This design comes from an exercise in tuning for small area, a short achievable clock period and few clock cycles per item on the open sky130 flow, not from production work.
Only the layout flow was run in this run; the RTL was not checked for function there.
Power and IR drop assume default switching activity.

===== config.mk =====
export PLATFORM = sky130hd
export DESIGN_NAME = melendez_mult
export DESIGN_NICKNAME = melendez_mult
export VERILOG_FILES = /design/flow/design.v
export SDC_FILE = /design/flow/constraint.sdc
export NUM_CORES = 4
export LEC_CHECK = 0
export CAP_MARGIN = 20
export CORE_MARGIN = 2
export CORE_UTILIZATION = 40
export SLEW_MARGIN = 20

===== run.sh =====
#!/bin/bash
# synth_recipe.tcl (not shown) runs the flow's synth.tcl, then flattens the netlist and writes it again
# the make line also repeats each setting of config.mk as NAME=value (left out here)
make -C /OpenROAD-flow-scripts/flow DESIGN_CONFIG=/design/flow/config.mk WORK_HOME=/design/flow/orfs CLKGATE_MAP_FILE= SYNTH_SCRIPT=/design/flow/synth_recipe.tcl finish

===== design.v =====
module melendez_mult (rst, clk, multiplier, multiplicand, product, done);
  input rst, clk;
  input [31:0] multiplier, multiplicand;
  output [63:0] product;
  output done;
  reg [2:0] cnt;           
  reg done_q;                   
  reg [31:0] s_q, c_q;         
  reg ci_q;                     
  reg [31:0] lo_q;          
  assign done = done_q;
  wire [31:0] mpad = multiplier;
  wire [3:0] dig = mpad[cnt*4 +: 4];
  wire [31:0] pp0 = multiplicand & {32{dig[0]}};
  wire [31:0] pp1 = multiplicand & {32{dig[1]}};
  wire [31:0] pp2 = multiplicand & {32{dig[2]}};
  wire [31:0] pp3 = multiplicand & {32{dig[3]}};
  wire hs1;
  wire hc2;
  wire fs3;
  wire fc4;
  wire hs5;
  wire hc6;
  wire fs7;
  wire fc8;
  wire fs9;
  wire fc10;
  wire fs11;
  wire fc12;
  wire fs13;
  wire fc14;
  wire fs15;
  wire fc16;
  wire fs17;
  wire fc18;
  wire fs19;
  wire fc20;
  wire fs21;
  wire fc22;
  wire fs23;
  wire fc24;
  wire fs25;
  wire fc26;
  wire fs27;
  wire fc28;
  wire fs29;
  wire fc30;
  wire fs31;
  wire fc32;
  wire fs33;
  wire fc34;
  wire fs35;
  wire fc36;
  wire fs37;
  wire fc38;
  wire fs39;
  wire fc40;
  wire fs41;
  wire fc42;
  wire fs43;
  wire fc44;
  wire fs45;
  wire fc46;
  wire fs47;
  wire fc48;
  wire fs49;
  wire fc50;
  wire fs51;
  wire fc52;
  wire fs53;
  wire fc54;
  wire fs55;
  wire fc56;
  wire fs57;
  wire fc58;
  wire fs59;
  wire fc60;
  wire fs61;
  wire fc62;
  wire fs63;
  wire fc64;
  wire fs65;
  wire fc66;
  wire fs67;
  wire fc68;
  wire fs69;
  wire fc70;
  wire fs71;
  wire fc72;
  wire fs73;
  wire fc74;
  wire fs75;
  wire fc76;
  wire fs77;
  wire fc78;
  wire fs79;
  wire fc80;
  wire fs81;
  wire fc82;
  wire fs83;
  wire fc84;
  wire fs85;
  wire fc86;
  wire fs87;
  wire fc88;
  wire fs89;
  wire fc90;
  wire fs91;
  wire fc92;
  wire fs93;
  wire fc94;
  wire fs95;
  wire fc96;
  wire fs97;
  wire fc98;
  wire fs99;
  wire fc100;
  wire fs101;
  wire fc102;
  wire fs103;
  wire fc104;
  wire fs105;
  wire fc106;
  wire fs107;
  wire fc108;
  wire fs109;
  wire fc110;
  wire fs111;
  wire fc112;
  wire fs113;
  wire fc114;
  wire fs115;
  wire fc116;
  wire fs117;
  wire fc118;
  wire hs119;
  wire hc120;
  wire hs121;
  wire hc122;
  wire fs123;
  wire fc124;
  wire fs125;
  wire fc126;
  wire fs127;
  wire fc128;
  wire fs129;
  wire fc130;
  wire fs131;
  wire fc132;
  wire fs133;
  wire fc134;
  wire fs135;
  wire fc136;
  wire fs137;
  wire fc138;
  wire fs139;
  wire fc140;
  wire fs141;
  wire fc142;
  wire fs143;
  wire fc144;
  wire fs145;
  wire fc146;
  wire fs147;
  wire fc148;
  wire fs149;
  wire fc150;
  wire fs151;
  wire fc152;
  wire fs153;
  wire fc154;
  wire fs155;
  wire fc156;
  wire fs157;
  wire fc158;
  wire fs159;
  wire fc160;
  wire fs161;
  wire fc162;
  wire fs163;
  wire fc164;
  wire fs165;
  wire fc166;
  wire fs167;
  wire fc168;
  wire fs169;
  wire fc170;
  wire fs171;
  wire fc172;
  wire fs173;
  wire fc174;
  wire fs175;
  wire fc176;
  wire fs177;
  wire fc178;
  wire fs179;
  wire fc180;
  wire fs181;
  wire fc182;
  wire fs183;
  wire fc184;
  wire fs185;
  wire fc186;
  wire hs187;
  wire hc188;
  wire hs189;
  wire hc190;
  wire fs191;
  wire fc192;
  wire fs193;
  wire fc194;
  wire fs195;
  wire fc196;
  wire fs197;
  wire fc198;
  wire fs199;
  wire fc200;
  wire fs201;
  wire fc202;
  wire fs203;
  wire fc204;
  wire fs205;
  wire fc206;
  wire fs207;
  wire fc208;
  wire fs209;
  wire fc210;
  wire fs211;
  wire fc212;
  wire fs213;
  wire fc214;
  wire fs215;
  wire fc216;
  wire fs217;
  wire fc218;
  wire fs219;
  wire fc220;
  wire fs221;
  wire fc222;
  wire fs223;
  wire fc224;
  wire fs225;
  wire fc226;
  wire fs227;
  wire fc228;
  wire fs229;
  wire fc230;
  wire fs231;
  wire fc232;
  wire fs233;
  wire fc234;
  wire fs235;
  wire fc236;
  wire fs237;
  wire fc238;
  wire fs239;
  wire fc240;
  wire fs241;
  wire fc242;
  wire fs243;
  wire fc244;
  wire fs245;
  wire fc246;
  wire fs247;
  wire fc248;
  wire fs249;
  wire fc250;
  wire fs251;
  wire fc252;
  wire fs253;
  wire fc254;
  wire fs255;
  wire fc256;
  wire hs257;
  wire hc258;
  wire hs259;
  wire hc260;
  wire fs261;
  wire fc262;
  wire fs263;
  wire fc264;
  wire fs265;
  wire fc266;
  assign hs1 = s_q[2] ^ c_q[2];
  assign hc2 = s_q[2] & c_q[2];
  assign fs3 = s_q[3] ^ c_q[3] ^ pp0[3];
  assign fc4 = (s_q[3] & c_q[3]) | (s_q[3] & pp0[3]) | (c_q[3] & pp0[3]);
  assign hs5 = pp1[2] ^ pp2[1];
  assign hc6 = pp1[2] & pp2[1];
  assign fs7 = s_q[4] ^ c_q[4] ^ pp0[4];
  assign fc8 = (s_q[4] & c_q[4]) | (s_q[4] & pp0[4]) | (c_q[4] & pp0[4]);
  assign fs9 = pp1[3] ^ pp2[2] ^ pp3[1];
  assign fc10 = (pp1[3] & pp2[2]) | (pp1[3] & pp3[1]) | (pp2[2] & pp3[1]);
  assign fs11 = s_q[5] ^ c_q[5] ^ pp0[5];
  assign fc12 = (s_q[5] & c_q[5]) | (s_q[5] & pp0[5]) | (c_q[5] & pp0[5]);
  assign fs13 = pp1[4] ^ pp2[3] ^ pp3[2];
  assign fc14 = (pp1[4] & pp2[3]) | (pp1[4] & pp3[2]) | (pp2[3] & pp3[2]);
  assign fs15 = s_q[6] ^ c_q[6] ^ pp0[6];
  assign fc16 = (s_q[6] & c_q[6]) | (s_q[6] & pp0[6]) | (c_q[6] & pp0[6]);
  assign fs17 = pp1[5] ^ pp2[4] ^ pp3[3];
  assign fc18 = (pp1[5] & pp2[4]) | (pp1[5] & pp3[3]) | (pp2[4] & pp3[3]);
  assign fs19 = s_q[7] ^ c_q[7] ^ pp0[7];
  assign fc20 = (s_q[7] & c_q[7]) | (s_q[7] & pp0[7]) | (c_q[7] & pp0[7]);
  assign fs21 = pp1[6] ^ pp2[5] ^ pp3[4];
  assign fc22 = (pp1[6] & pp2[5]) | (pp1[6] & pp3[4]) | (pp2[5] & pp3[4]);
  assign fs23 = s_q[8] ^ c_q[8] ^ pp0[8];
  assign fc24 = (s_q[8] & c_q[8]) | (s_q[8] & pp0[8]) | (c_q[8] & pp0[8]);
  assign fs25 = pp1[7] ^ pp2[6] ^ pp3[5];
  assign fc26 = (pp1[7] & pp2[6]) | (pp1[7] & pp3[5]) | (pp2[6] & pp3[5]);
  assign fs27 = s_q[9] ^ c_q[9] ^ pp0[9];
  assign fc28 = (s_q[9] & c_q[9]) | (s_q[9] & pp0[9]) | (c_q[9] & pp0[9]);
  assign fs29 = pp1[8] ^ pp2[7] ^ pp3[6];
  assign fc30 = (pp1[8] & pp2[7]) | (pp1[8] & pp3[6]) | (pp2[7] & pp3[6]);
  assign fs31 = s_q[10] ^ c_q[10] ^ pp0[10];
  assign fc32 = (s_q[10] & c_q[10]) | (s_q[10] & pp0[10]) | (c_q[10] & pp0[10]);
  assign fs33 = pp1[9] ^ pp2[8] ^ pp3[7];
  assign fc34 = (pp1[9] & pp2[8]) | (pp1[9] & pp3[7]) | (pp2[8] & pp3[7]);
  assign fs35 = s_q[11] ^ c_q[11] ^ pp0[11];
  assign fc36 = (s_q[11] & c_q[11]) | (s_q[11] & pp0[11]) | (c_q[11] & pp0[11]);
  assign fs37 = pp1[10] ^ pp2[9] ^ pp3[8];
  assign fc38 = (pp1[10] & pp2[9]) | (pp1[10] & pp3[8]) | (pp2[9] & pp3[8]);
  assign fs39 = s_q[12] ^ c_q[12] ^ pp0[12];
  assign fc40 = (s_q[12] & c_q[12]) | (s_q[12] & pp0[12]) | (c_q[12] & pp0[12]);
  assign fs41 = pp1[11] ^ pp2[10] ^ pp3[9];
  assign fc42 = (pp1[11] & pp2[10]) | (pp1[11] & pp3[9]) | (pp2[10] & pp3[9]);
  assign fs43 = s_q[13] ^ c_q[13] ^ pp0[13];
  assign fc44 = (s_q[13] & c_q[13]) | (s_q[13] & pp0[13]) | (c_q[13] & pp0[13]);
  assign fs45 = pp1[12] ^ pp2[11] ^ pp3[10];
  assign fc46 = (pp1[12] & pp2[11]) | (pp1[12] & pp3[10]) | (pp2[11] & pp3[10]);
  assign fs47 = s_q[14] ^ c_q[14] ^ pp0[14];
  assign fc48 = (s_q[14] & c_q[14]) | (s_q[14] & pp0[14]) | (c_q[14] & pp0[14]);
  assign fs49 = pp1[13] ^ pp2[12] ^ pp3[11];
  assign fc50 = (pp1[13] & pp2[12]) | (pp1[13] & pp3[11]) | (pp2[12] & pp3[11]);
  assign fs51 = s_q[15] ^ c_q[15] ^ pp0[15];
  assign fc52 = (s_q[15] & c_q[15]) | (s_q[15] & pp0[15]) | (c_q[15] & pp0[15]);
  assign fs53 = pp1[14] ^ pp2[13] ^ pp3[12];
  assign fc54 = (pp1[14] & pp2[13]) | (pp1[14] & pp3[12]) | (pp2[13] & pp3[12]);
  assign fs55 = s_q[16] ^ c_q[16] ^ pp0[16];
  assign fc56 = (s_q[16] & c_q[16]) | (s_q[16] & pp0[16]) | (c_q[16] & pp0[16]);
  assign fs57 = pp1[15] ^ pp2[14] ^ pp3[13];
  assign fc58 = (pp1[15] & pp2[14]) | (pp1[15] & pp3[13]) | (pp2[14] & pp3[13]);
  assign fs59 = s_q[17] ^ c_q[17] ^ pp0[17];
  assign fc60 = (s_q[17] & c_q[17]) | (s_q[17] & pp0[17]) | (c_q[17] & pp0[17]);
  assign fs61 = pp1[16] ^ pp2[15] ^ pp3[14];
  assign fc62 = (pp1[16] & pp2[15]) | (pp1[16] & pp3[14]) | (pp2[15] & pp3[14]);
  assign fs63 = s_q[18] ^ c_q[18] ^ pp0[18];
  assign fc64 = (s_q[18] & c_q[18]) | (s_q[18] & pp0[18]) | (c_q[18] & pp0[18]);
  assign fs65 = pp1[17] ^ pp2[16] ^ pp3[15];
  assign fc66 = (pp1[17] & pp2[16]) | (pp1[17] & pp3[15]) | (pp2[16] & pp3[15]);
  assign fs67 = s_q[19] ^ c_q[19] ^ pp0[19];
  assign fc68 = (s_q[19] & c_q[19]) | (s_q[19] & pp0[19]) | (c_q[19] & pp0[19]);
  assign fs69 = pp1[18] ^ pp2[17] ^ pp3[16];
  assign fc70 = (pp1[18] & pp2[17]) | (pp1[18] & pp3[16]) | (pp2[17] & pp3[16]);
  assign fs71 = s_q[20] ^ c_q[20] ^ pp0[20];
  assign fc72 = (s_q[20] & c_q[20]) | (s_q[20] & pp0[20]) | (c_q[20] & pp0[20]);
  assign fs73 = pp1[19] ^ pp2[18] ^ pp3[17];
  assign fc74 = (pp1[19] & pp2[18]) | (pp1[19] & pp3[17]) | (pp2[18] & pp3[17]);
  assign fs75 = s_q[21] ^ c_q[21] ^ pp0[21];
  assign fc76 = (s_q[21] & c_q[21]) | (s_q[21] & pp0[21]) | (c_q[21] & pp0[21]);
  assign fs77 = pp1[20] ^ pp2[19] ^ pp3[18];
  assign fc78 = (pp1[20] & pp2[19]) | (pp1[20] & pp3[18]) | (pp2[19] & pp3[18]);
  assign fs79 = s_q[22] ^ c_q[22] ^ pp0[22];
  assign fc80 = (s_q[22] & c_q[22]) | (s_q[22] & pp0[22]) | (c_q[22] & pp0[22]);
  assign fs81 = pp1[21] ^ pp2[20] ^ pp3[19];
  assign fc82 = (pp1[21] & pp2[20]) | (pp1[21] & pp3[19]) | (pp2[20] & pp3[19]);
  assign fs83 = s_q[23] ^ c_q[23] ^ pp0[23];
  assign fc84 = (s_q[23] & c_q[23]) | (s_q[23] & pp0[23]) | (c_q[23] & pp0[23]);
  assign fs85 = pp1[22] ^ pp2[21] ^ pp3[20];
  assign fc86 = (pp1[22] & pp2[21]) | (pp1[22] & pp3[20]) | (pp2[21] & pp3[20]);
  assign fs87 = s_q[24] ^ c_q[24] ^ pp0[24];
  assign fc88 = (s_q[24] & c_q[24]) | (s_q[24] & pp0[24]) | (c_q[24] & pp0[24]);
  assign fs89 = pp1[23] ^ pp2[22] ^ pp3[21];
  assign fc90 = (pp1[23] & pp2[22]) | (pp1[23] & pp3[21]) | (pp2[22] & pp3[21]);
  assign fs91 = s_q[25] ^ c_q[25] ^ pp0[25];
  assign fc92 = (s_q[25] & c_q[25]) | (s_q[25] & pp0[25]) | (c_q[25] & pp0[25]);
  assign fs93 = pp1[24] ^ pp2[23] ^ pp3[22];
  assign fc94 = (pp1[24] & pp2[23]) | (pp1[24] & pp3[22]) | (pp2[23] & pp3[22]);
  assign fs95 = s_q[26] ^ c_q[26] ^ pp0[26];
  assign fc96 = (s_q[26] & c_q[26]) | (s_q[26] & pp0[26]) | (c_q[26] & pp0[26]);
  assign fs97 = pp1[25] ^ pp2[24] ^ pp3[23];
  assign fc98 = (pp1[25] & pp2[24]) | (pp1[25] & pp3[23]) | (pp2[24] & pp3[23]);
  assign fs99 = s_q[27] ^ c_q[27] ^ pp0[27];
  assign fc100 = (s_q[27] & c_q[27]) | (s_q[27] & pp0[27]) | (c_q[27] & pp0[27]);
  assign fs101 = pp1[26] ^ pp2[25] ^ pp3[24];
  assign fc102 = (pp1[26] & pp2[25]) | (pp1[26] & pp3[24]) | (pp2[25] & pp3[24]);
  assign fs103 = s_q[28] ^ c_q[28] ^ pp0[28];
  assign fc104 = (s_q[28] & c_q[28]) | (s_q[28] & pp0[28]) | (c_q[28] & pp0[28]);
  assign fs105 = pp1[27] ^ pp2[26] ^ pp3[25];
  assign fc106 = (pp1[27] & pp2[26]) | (pp1[27] & pp3[25]) | (pp2[26] & pp3[25]);
  assign fs107 = s_q[29] ^ c_q[29] ^ pp0[29];
  assign fc108 = (s_q[29] & c_q[29]) | (s_q[29] & pp0[29]) | (c_q[29] & pp0[29]);
  assign fs109 = pp1[28] ^ pp2[27] ^ pp3[26];
  assign fc110 = (pp1[28] & pp2[27]) | (pp1[28] & pp3[26]) | (pp2[27] & pp3[26]);
  assign fs111 = s_q[30] ^ c_q[30] ^ pp0[30];
  assign fc112 = (s_q[30] & c_q[30]) | (s_q[30] & pp0[30]) | (c_q[30] & pp0[30]);
  assign fs113 = pp1[29] ^ pp2[28] ^ pp3[27];
  assign fc114 = (pp1[29] & pp2[28]) | (pp1[29] & pp3[27]) | (pp2[28] & pp3[27]);
  assign fs115 = s_q[31] ^ c_q[31] ^ pp0[31];
  assign fc116 = (s_q[31] & c_q[31]) | (s_q[31] & pp0[31]) | (c_q[31] & pp0[31]);
  assign fs117 = pp1[30] ^ pp2[29] ^ pp3[28];
  assign fc118 = (pp1[30] & pp2[29]) | (pp1[30] & pp3[28]) | (pp2[29] & pp3[28]);
  assign hs119 = pp1[31] ^ pp2[30];
  assign hc120 = pp1[31] & pp2[30];
  assign hs121 = s_q[0] ^ c_q[0];
  assign hc122 = s_q[0] & c_q[0];
  assign fs123 = s_q[1] ^ c_q[1] ^ pp0[1];
  assign fc124 = (s_q[1] & c_q[1]) | (s_q[1] & pp0[1]) | (c_q[1] & pp0[1]);
  assign fs125 = pp0[2] ^ pp1[1] ^ pp2[0];
  assign fc126 = (pp0[2] & pp1[1]) | (pp0[2] & pp2[0]) | (pp1[1] & pp2[0]);
  assign fs127 = pp3[0] ^ fs3 ^ hs5;
  assign fc128 = (pp3[0] & fs3) | (pp3[0] & hs5) | (fs3 & hs5);
  assign fs129 = fs7 ^ fs9 ^ fc4;
  assign fc130 = (fs7 & fs9) | (fs7 & fc4) | (fs9 & fc4);
  assign fs131 = fs11 ^ fs13 ^ fc8;
  assign fc132 = (fs11 & fs13) | (fs11 & fc8) | (fs13 & fc8);
  assign fs133 = fs15 ^ fs17 ^ fc12;
  assign fc134 = (fs15 & fs17) | (fs15 & fc12) | (fs17 & fc12);
  assign fs135 = fs19 ^ fs21 ^ fc16;
  assign fc136 = (fs19 & fs21) | (fs19 & fc16) | (fs21 & fc16);
  assign fs137 = fs23 ^ fs25 ^ fc20;
  assign fc138 = (fs23 & fs25) | (fs23 & fc20) | (fs25 & fc20);
  assign fs139 = fs27 ^ fs29 ^ fc24;
  assign fc140 = (fs27 & fs29) | (fs27 & fc24) | (fs29 & fc24);
  assign fs141 = fs31 ^ fs33 ^ fc28;
  assign fc142 = (fs31 & fs33) | (fs31 & fc28) | (fs33 & fc28);
  assign fs143 = fs35 ^ fs37 ^ fc32;
  assign fc144 = (fs35 & fs37) | (fs35 & fc32) | (fs37 & fc32);
  assign fs145 = fs39 ^ fs41 ^ fc36;
  assign fc146 = (fs39 & fs41) | (fs39 & fc36) | (fs41 & fc36);
  assign fs147 = fs43 ^ fs45 ^ fc40;
  assign fc148 = (fs43 & fs45) | (fs43 & fc40) | (fs45 & fc40);
  assign fs149 = fs47 ^ fs49 ^ fc44;
  assign fc150 = (fs47 & fs49) | (fs47 & fc44) | (fs49 & fc44);
  assign fs151 = fs51 ^ fs53 ^ fc48;
  assign fc152 = (fs51 & fs53) | (fs51 & fc48) | (fs53 & fc48);
  assign fs153 = fs55 ^ fs57 ^ fc52;
  assign fc154 = (fs55 & fs57) | (fs55 & fc52) | (fs57 & fc52);
  assign fs155 = fs59 ^ fs61 ^ fc56;
  assign fc156 = (fs59 & fs61) | (fs59 & fc56) | (fs61 & fc56);
  assign fs157 = fs63 ^ fs65 ^ fc60;
  assign fc158 = (fs63 & fs65) | (fs63 & fc60) | (fs65 & fc60);
  assign fs159 = fs67 ^ fs69 ^ fc64;
  assign fc160 = (fs67 & fs69) | (fs67 & fc64) | (fs69 & fc64);
  assign fs161 = fs71 ^ fs73 ^ fc68;
  assign fc162 = (fs71 & fs73) | (fs71 & fc68) | (fs73 & fc68);
  assign fs163 = fs75 ^ fs77 ^ fc72;
  assign fc164 = (fs75 & fs77) | (fs75 & fc72) | (fs77 & fc72);
  assign fs165 = fs79 ^ fs81 ^ fc76;
  assign fc166 = (fs79 & fs81) | (fs79 & fc76) | (fs81 & fc76);
  assign fs167 = fs83 ^ fs85 ^ fc80;
  assign fc168 = (fs83 & fs85) | (fs83 & fc80) | (fs85 & fc80);
  assign fs169 = fs87 ^ fs89 ^ fc84;
  assign fc170 = (fs87 & fs89) | (fs87 & fc84) | (fs89 & fc84);
  assign fs171 = fs91 ^ fs93 ^ fc88;
  assign fc172 = (fs91 & fs93) | (fs91 & fc88) | (fs93 & fc88);
  assign fs173 = fs95 ^ fs97 ^ fc92;
  assign fc174 = (fs95 & fs97) | (fs95 & fc92) | (fs97 & fc92);
  assign fs175 = fs99 ^ fs101 ^ fc96;
  assign fc176 = (fs99 & fs101) | (fs99 & fc96) | (fs101 & fc96);
  assign fs177 = fs103 ^ fs105 ^ fc100;
  assign fc178 = (fs103 & fs105) | (fs103 & fc100) | (fs105 & fc100);
  assign fs179 = fs107 ^ fs109 ^ fc104;
  assign fc180 = (fs107 & fs109) | (fs107 & fc104) | (fs109 & fc104);
  assign fs181 = fs111 ^ fs113 ^ fc108;
  assign fc182 = (fs111 & fs113) | (fs111 & fc108) | (fs113 & fc108);
  assign fs183 = fs115 ^ fs117 ^ fc112;
  assign fc184 = (fs115 & fs117) | (fs115 & fc112) | (fs117 & fc112);
  assign fs185 = pp3[29] ^ hs119 ^ fc116;
  assign fc186 = (pp3[29] & hs119) | (pp3[29] & fc116) | (hs119 & fc116);
  assign hs187 = pp2[31] ^ pp3[30];
  assign hc188 = pp2[31] & pp3[30];
  assign hs189 = pp0[0] ^ ci_q;
  assign hc190 = pp0[0] & ci_q;
  assign fs191 = pp1[0] ^ fs123 ^ hc122;
  assign fc192 = (pp1[0] & fs123) | (pp1[0] & hc122) | (fs123 & hc122);
  assign fs193 = hs1 ^ fs125 ^ fc124;
  assign fc194 = (hs1 & fs125) | (hs1 & fc124) | (fs125 & fc124);
  assign fs195 = hc2 ^ fs127 ^ fc126;
  assign fc196 = (hc2 & fs127) | (hc2 & fc126) | (fs127 & fc126);
  assign fs197 = hc6 ^ fs129 ^ fc128;
  assign fc198 = (hc6 & fs129) | (hc6 & fc128) | (fs129 & fc128);
  assign fs199 = fc10 ^ fs131 ^ fc130;
  assign fc200 = (fc10 & fs131) | (fc10 & fc130) | (fs131 & fc130);
  assign fs201 = fc14 ^ fs133 ^ fc132;
  assign fc202 = (fc14 & fs133) | (fc14 & fc132) | (fs133 & fc132);
  assign fs203 = fc18 ^ fs135 ^ fc134;
  assign fc204 = (fc18 & fs135) | (fc18 & fc134) | (fs135 & fc134);
  assign fs205 = fc22 ^ fs137 ^ fc136;
  assign fc206 = (fc22 & fs137) | (fc22 & fc136) | (fs137 & fc136);
  assign fs207 = fc26 ^ fs139 ^ fc138;
  assign fc208 = (fc26 & fs139) | (fc26 & fc138) | (fs139 & fc138);
  assign fs209 = fc30 ^ fs141 ^ fc140;
  assign fc210 = (fc30 & fs141) | (fc30 & fc140) | (fs141 & fc140);
  assign fs211 = fc34 ^ fs143 ^ fc142;
  assign fc212 = (fc34 & fs143) | (fc34 & fc142) | (fs143 & fc142);
  assign fs213 = fc38 ^ fs145 ^ fc144;
  assign fc214 = (fc38 & fs145) | (fc38 & fc144) | (fs145 & fc144);
  assign fs215 = fc42 ^ fs147 ^ fc146;
  assign fc216 = (fc42 & fs147) | (fc42 & fc146) | (fs147 & fc146);
  assign fs217 = fc46 ^ fs149 ^ fc148;
  assign fc218 = (fc46 & fs149) | (fc46 & fc148) | (fs149 & fc148);
  assign fs219 = fc50 ^ fs151 ^ fc150;
  assign fc220 = (fc50 & fs151) | (fc50 & fc150) | (fs151 & fc150);
  assign fs221 = fc54 ^ fs153 ^ fc152;
  assign fc222 = (fc54 & fs153) | (fc54 & fc152) | (fs153 & fc152);
  assign fs223 = fc58 ^ fs155 ^ fc154;
  assign fc224 = (fc58 & fs155) | (fc58 & fc154) | (fs155 & fc154);
  assign fs225 = fc62 ^ fs157 ^ fc156;
  assign fc226 = (fc62 & fs157) | (fc62 & fc156) | (fs157 & fc156);
  assign fs227 = fc66 ^ fs159 ^ fc158;
  assign fc228 = (fc66 & fs159) | (fc66 & fc158) | (fs159 & fc158);
  assign fs229 = fc70 ^ fs161 ^ fc160;
  assign fc230 = (fc70 & fs161) | (fc70 & fc160) | (fs161 & fc160);
  assign fs231 = fc74 ^ fs163 ^ fc162;
  assign fc232 = (fc74 & fs163) | (fc74 & fc162) | (fs163 & fc162);
  assign fs233 = fc78 ^ fs165 ^ fc164;
  assign fc234 = (fc78 & fs165) | (fc78 & fc164) | (fs165 & fc164);
  assign fs235 = fc82 ^ fs167 ^ fc166;
  assign fc236 = (fc82 & fs167) | (fc82 & fc166) | (fs167 & fc166);
  assign fs237 = fc86 ^ fs169 ^ fc168;
  assign fc238 = (fc86 & fs169) | (fc86 & fc168) | (fs169 & fc168);
  assign fs239 = fc90 ^ fs171 ^ fc170;
  assign fc240 = (fc90 & fs171) | (fc90 & fc170) | (fs171 & fc170);
  assign fs241 = fc94 ^ fs173 ^ fc172;
  assign fc242 = (fc94 & fs173) | (fc94 & fc172) | (fs173 & fc172);
  assign fs243 = fc98 ^ fs175 ^ fc174;
  assign fc244 = (fc98 & fs175) | (fc98 & fc174) | (fs175 & fc174);
  assign fs245 = fc102 ^ fs177 ^ fc176;
  assign fc246 = (fc102 & fs177) | (fc102 & fc176) | (fs177 & fc176);
  assign fs247 = fc106 ^ fs179 ^ fc178;
  assign fc248 = (fc106 & fs179) | (fc106 & fc178) | (fs179 & fc178);
  assign fs249 = fc110 ^ fs181 ^ fc180;
  assign fc250 = (fc110 & fs181) | (fc110 & fc180) | (fs181 & fc180);
  assign fs251 = fc114 ^ fs183 ^ fc182;
  assign fc252 = (fc114 & fs183) | (fc114 & fc182) | (fs183 & fc182);
  assign fs253 = fc118 ^ fs185 ^ fc184;
  assign fc254 = (fc118 & fs185) | (fc118 & fc184) | (fs185 & fc184);
  assign fs255 = hc120 ^ hs187 ^ fc186;
  assign fc256 = (hc120 & hs187) | (hc120 & fc186) | (hs187 & fc186);
  assign hs257 = pp3[31] ^ hc188;
  assign hc258 = pp3[31] & hc188;
  assign hs259 = hs121 ^ hs189;
  assign hc260 = hs121 & hs189;
  assign fs261 = fs191 ^ hc190 ^ hc260;
  assign fc262 = (fs191 & hc190) | (fs191 & hc260) | (hc190 & hc260);
  assign fs263 = fs193 ^ fc192 ^ fc262;
  assign fc264 = (fs193 & fc192) | (fs193 & fc262) | (fc192 & fc262);
  assign fs265 = fs195 ^ fc194 ^ fc264;
  assign fc266 = (fs195 & fc194) | (fs195 & fc264) | (fc194 & fc264);
  wire [3:0] p_new = {fs265, fs263, fs261, hs259};
  wire [31:0] s_new = {hc258, hs257, fs255, fs253, fs251, fs249, fs247, fs245, fs243, fs241, fs239, fs237, fs235, fs233, fs231, fs229, fs227, fs225, fs223, fs221, fs219, fs217, fs215, fs213, fs211, fs209, fs207, fs205, fs203, fs201, fs199, fs197};
  wire [31:0] c_new = {1'b0, fc256, fc254, fc252, fc250, fc248, fc246, fc244, fc242, fc240, fc238, fc236, fc234, fc232, fc230, fc228, fc226, fc224, fc222, fc220, fc218, fc216, fc214, fc212, fc210, fc208, fc206, fc204, fc202, fc200, fc198, fc196};
  wire ci_new = fc266;
  wire [31:0] hi = s_q + c_q + {31'b0, ci_q};
  assign product = {hi[31:0], lo_q[31:0]};
  always @(posedge clk) begin
    if (rst) begin
      cnt <= 0;
      done_q <= 1'b0;
      s_q <= 32'd0;
      c_q <= 32'd0;
      ci_q <= 1'b0;
    end else if (!done_q) begin
      cnt <= cnt + 1'b1;
      done_q <= (cnt == 7);
      s_q <= s_new;
      c_q <= c_new;
      ci_q <= ci_new;
    end
  end
  always @(posedge clk)
    if (!done_q)
      case (cnt)
        0: lo_q[3:0] <= p_new;
        1: lo_q[7:4] <= p_new;
        2: lo_q[11:8] <= p_new;
        3: lo_q[15:12] <= p_new;
        4: lo_q[19:16] <= p_new;
        5: lo_q[23:20] <= p_new;
        6: lo_q[27:24] <= p_new;
        7: lo_q[31:28] <= p_new;
        default: ;
      endcase
endmodule

===== constraint.sdc =====
create_clock -name core_clock -period 5.0 [get_ports {clk}]
set_input_delay 1.0000 -clock core_clock [delete_from_list [all_inputs] [get_ports {clk}]]
set_output_delay 1.0000 -clock core_clock [all_outputs]
set_load 0.01 [all_outputs]

==> impl_metrics.toml <==
[critical_path]
arrival_ns = 3.68
cp_max_fo = 3
endpoint_kind = "output port"
worst_ep_required_time_ns = 4.00
cp-start-kind = "flop"
crit_type = "flop to output port"

[drt]
drt_wl_total_mm = 21.99
drtPass1Iterations = 5
postRouteAntennaNets = 0
drc = 0
drt_iter0_drc = 248
vias = 6731
avgViaCountPerCell = 4.777
wl_per_cell_um = 15.61

[die]
ioPinCount = 131
dieArea_um2 = 24960
die_h_um = 158.0
row_count = 56
initial_utilization_pct = 40.53
die_x_um = 158.0
core_area_um2 = 23400

[clock_tree]
cts_tree = "done"
clkTransAtPathRegs_ns = 0.08
cts-hold-fix-buffers = 0
cts_buffer_depth = 2
clk_latency_ns = 0.36
cts_max_level = 3
root_buffer = "clkbuf_16"
clkSinkCount = 100
numCtsBuffers = 9

[placement]
finalWeightedCongestion = 0.8288
place_area_um2 = 11150
place_hpwl_mm = 17.78
place_inst = 1393
portBuffers = 130

[synth]
syn_avg_cell_area_um2 = 9.819
async_reset_ff_share_pct = 0
ys_types = 71
synth_seq_cells = 100
postSynthCellCount = 966
ys.flop_type = "dfxtp_1"
ys_warn_count = 1
synth_edf_count = 32
syn_nets = 1202
seq_area_frac_synth_pct = 24.48
synth.cell_area_um2 = 9485

[power_and_ir_drop]
switching_share_pct = 45.61
power_frac_clock_pct = 9.8
intPower_mw = 3.930
seqPwrFrac_pct = 20.9
p_leak_nw = 4.810
power_density_nw_per_um2 = 630.7
combPwrFrac_pct = 69.3
peakVddDrop_v = 0.0003786
total_switching_power_mw = 3.296

[cells_and_area]
syn2layout_area_growth_pct = 20.79
final_cells = 1409
nets = 1321
postLayoutCoreUtil_pct = 48.96
fin_area_um2 = 11460
num_antenna_cells = 0
layout-drive-gt1-share_pct = 5.963

[global_route]
grt.total_usage_pct = 18.68
antenna_found_initial = 0
grt_pass1_vias = 6923
grt_max_degree = 69
grt_pass1_wl_mm = 36.36
grt_overflow_total = 0

[sta]
max_clock_freq_mhz = 213.6
post-route-period-util_pct = 93.64
fin_worst_skew_ns = 0.01052
period_needed_ns = 4.682
tightest_slew_ns = 1.040
setup_viol = 0
hold_viol = 0
slew_violations = 0
setup_tns_ns = 0
grt_setup_unrepaired = "false"
slew_headroom_pct = 30.70

[worst_hold_path]
hp-class = "flop to flop"

[job]
drv_cap = 0

[status]
status = "timing/DRC/antenna clean"
==> critical path, cell delays in order (launching register included) <==
cell and delay (ns):
dfxtp_1 0.34, inv_1 0.08, fa_1 0.20, inv_1 0.06, fa_1 0.40, a21oi_1 0.23, nor2_1 0.09, o31ai_2 0.39
buf_4 0.20, o21ba_2 0.20, o21ai_0 0.16, a31oi_1 0.24, xnor2_1 0.15, clkdlybuf4s50_1 0.57
==> state kept, by name, indices dropped and copies added (netlist names) <==
| signal | cells |
|---|---|
| c_q | 31 |
| ci_q | 1 |
| cnt | 3 |
| done_q | 1 |
| lo_q | 32 |
| s_q | 32 |
==> through the flow <==
stage,total power [mW],hold WS [ns],worst slack (ns)
finish,7.226,0.5101,0.3180
global route,8.097,0.5643,0.04404
CTS,7.337,0.5122,0.06855
detailed placement,6.555,0.4953,0.1095
global placement,6.498,0.4799,0.1955
floorplan,4.890,0.4676,0.7008
==> timing repair <==
action,CTS,global route
endpoints found under the setup margin,0,5
buffers inserted,0,0
gates resized for setup,0,2
==> placed cells by master (no fill, tap or decap), types with 7 or more instances in the layout <==
master,synthesis,final
nor2_1,89,89
a21oi_1,29,29
mux2i_1,69,66
a21o_1,7,7
ha_1,44,44
xnor2_1,19,19
xor2_1,9,9
fa_1,126,126
o21ai_0,14,14
clkbuf_16,0,9
nand2_1,49,49
dfxtp_1,68,67
buf_4,0,12
edfxtp_1,32,32
nor2b_1,96,96
mux4_2,8,8
inv_1,176,176
clkdlybuf4s50_1,0,129
and2_1,9,9
==> cell families after synthesis <==
family	Yosys count	synth area share [%]
xor+xnor	28	2.585
buf+inv	212	8.970
compound gates	92	6.859
fa+ha+maj	170	32.40
mux	78	9.300
simple gates	286	15.41
flops	100	24.48
==> cell type report <==
| cell class | count | area [um^2] |
|---|---|---|
| repair buffers | 143 | 1406 |
| multi-input cells | 654 | 6361 |
| inverters | 177 | 664.4 |
| clock buffers | 9 | 225.2 |
| clock inverters | 7 | 75.07 |
| well taps | 319 | 399.1 |
| flip-flops and latches | 100 | 2326 |
| fillers | 2276 | 11950 |
==> synth_stat cells, types with 14 or more instances <==
master / n / share of area [%]
clkbuf_1: 25 / 0.99
o21ai_0: 14 / 0.74
edfxtp_1: 32 / 10
xnor2_1: 19 / 1.8
fa_1: 126 / 27
nor2b_1: 96 / 6.3
nand2_1: 49 / 1.9
ha_1: 44 / 5.8
mux2i_1: 69 / 7.3
inv_1: 176 / 7.0
nor2_1: 89 / 3.5
dfxtp_1: 68 / 14
a21oi_1: 29 / 1.5
==> power groups by stage <==
stage | Clock, mW | Sequential, mW | Combinational (mW)
6_report | 0.710 | 1.51 | 5.01
5_1_grt | 0.762 | 1.55 | 5.79
4_1_cts | 0.734 | 1.51 | 5.09
3_5_place_dp | 0 | 1.53 | 5.02
3_3_place_gp | 0 | 1.52 | 4.98
2_1_floorplan | 0 | 1.48 | 3.41
==> path summary, 6_finish.rpt <==
| kind | startpoint | endpoint | slack (ns) | depth (start not counted) |
|---|---|---|---|---|
| worst max-delay path | s_q[0]$_SDFFE_PP0N_ | product[50] | 0.32 | 13 |
| worst min-delay path | c_q[2]$_SDFFE_PP0N_ | c_q[2]$_SDFFE_PP0N_ | 0.51 | 2 |
| worst max register to register | cnt[0]$_SDFFE_PP0N_ | lo_q[31]$_DFFE_PP_ | 0.89 | 9 |
| worst min register to register | c_q[2]$_SDFFE_PP0N_ | c_q[2]$_SDFFE_PP0N_ | 0.51 | 2 |
==> layer usage <==
metal	global-route usage [%]	vias up	wire length [um]
met3	2.135	18	780
met1	27.37	3292	10770
met2	29.73	119	10180
li1	-	3302	-
met4	4.333	0	262
met5	0	-	0

[afterwards: timing with drivers on the ports]
The flow's constraints put no driver on any port. The routed layout listed below was extracted and timed again, unchanged, in two steps.
Step 1 (the two cells are an assumption about what drives the block):
set clk [get_ports {clk}]
set_driving_cell -lib_cell sky130_fd_sc_hd__clkbuf_16 $clk
set_driving_cell -lib_cell sky130_fd_sc_hd__buf_2 [delete_from_list [all_inputs] $clk]
Step 2 times the ports against the registers' clock, not the clock port: input delays grow and output delays shrink by t, the midpoint of the rising clock arrivals with the driver on.
Three values: ideal ports, drivers, drivers and shift; two values: the first two.
t, ns: 0.396
setup slack, ns: 0.318 / 0.274 / 0.158
slew at the worst register clock pin (ns): 0.08 / 0.08
worst data-port slew with drivers (ns): 0.05
pins driven straight from the clock port: 1
After both steps this run still meets setup and hold. The setup slack of this run moves by -0.044 ns with the drivers and by -0.160 ns with both steps.
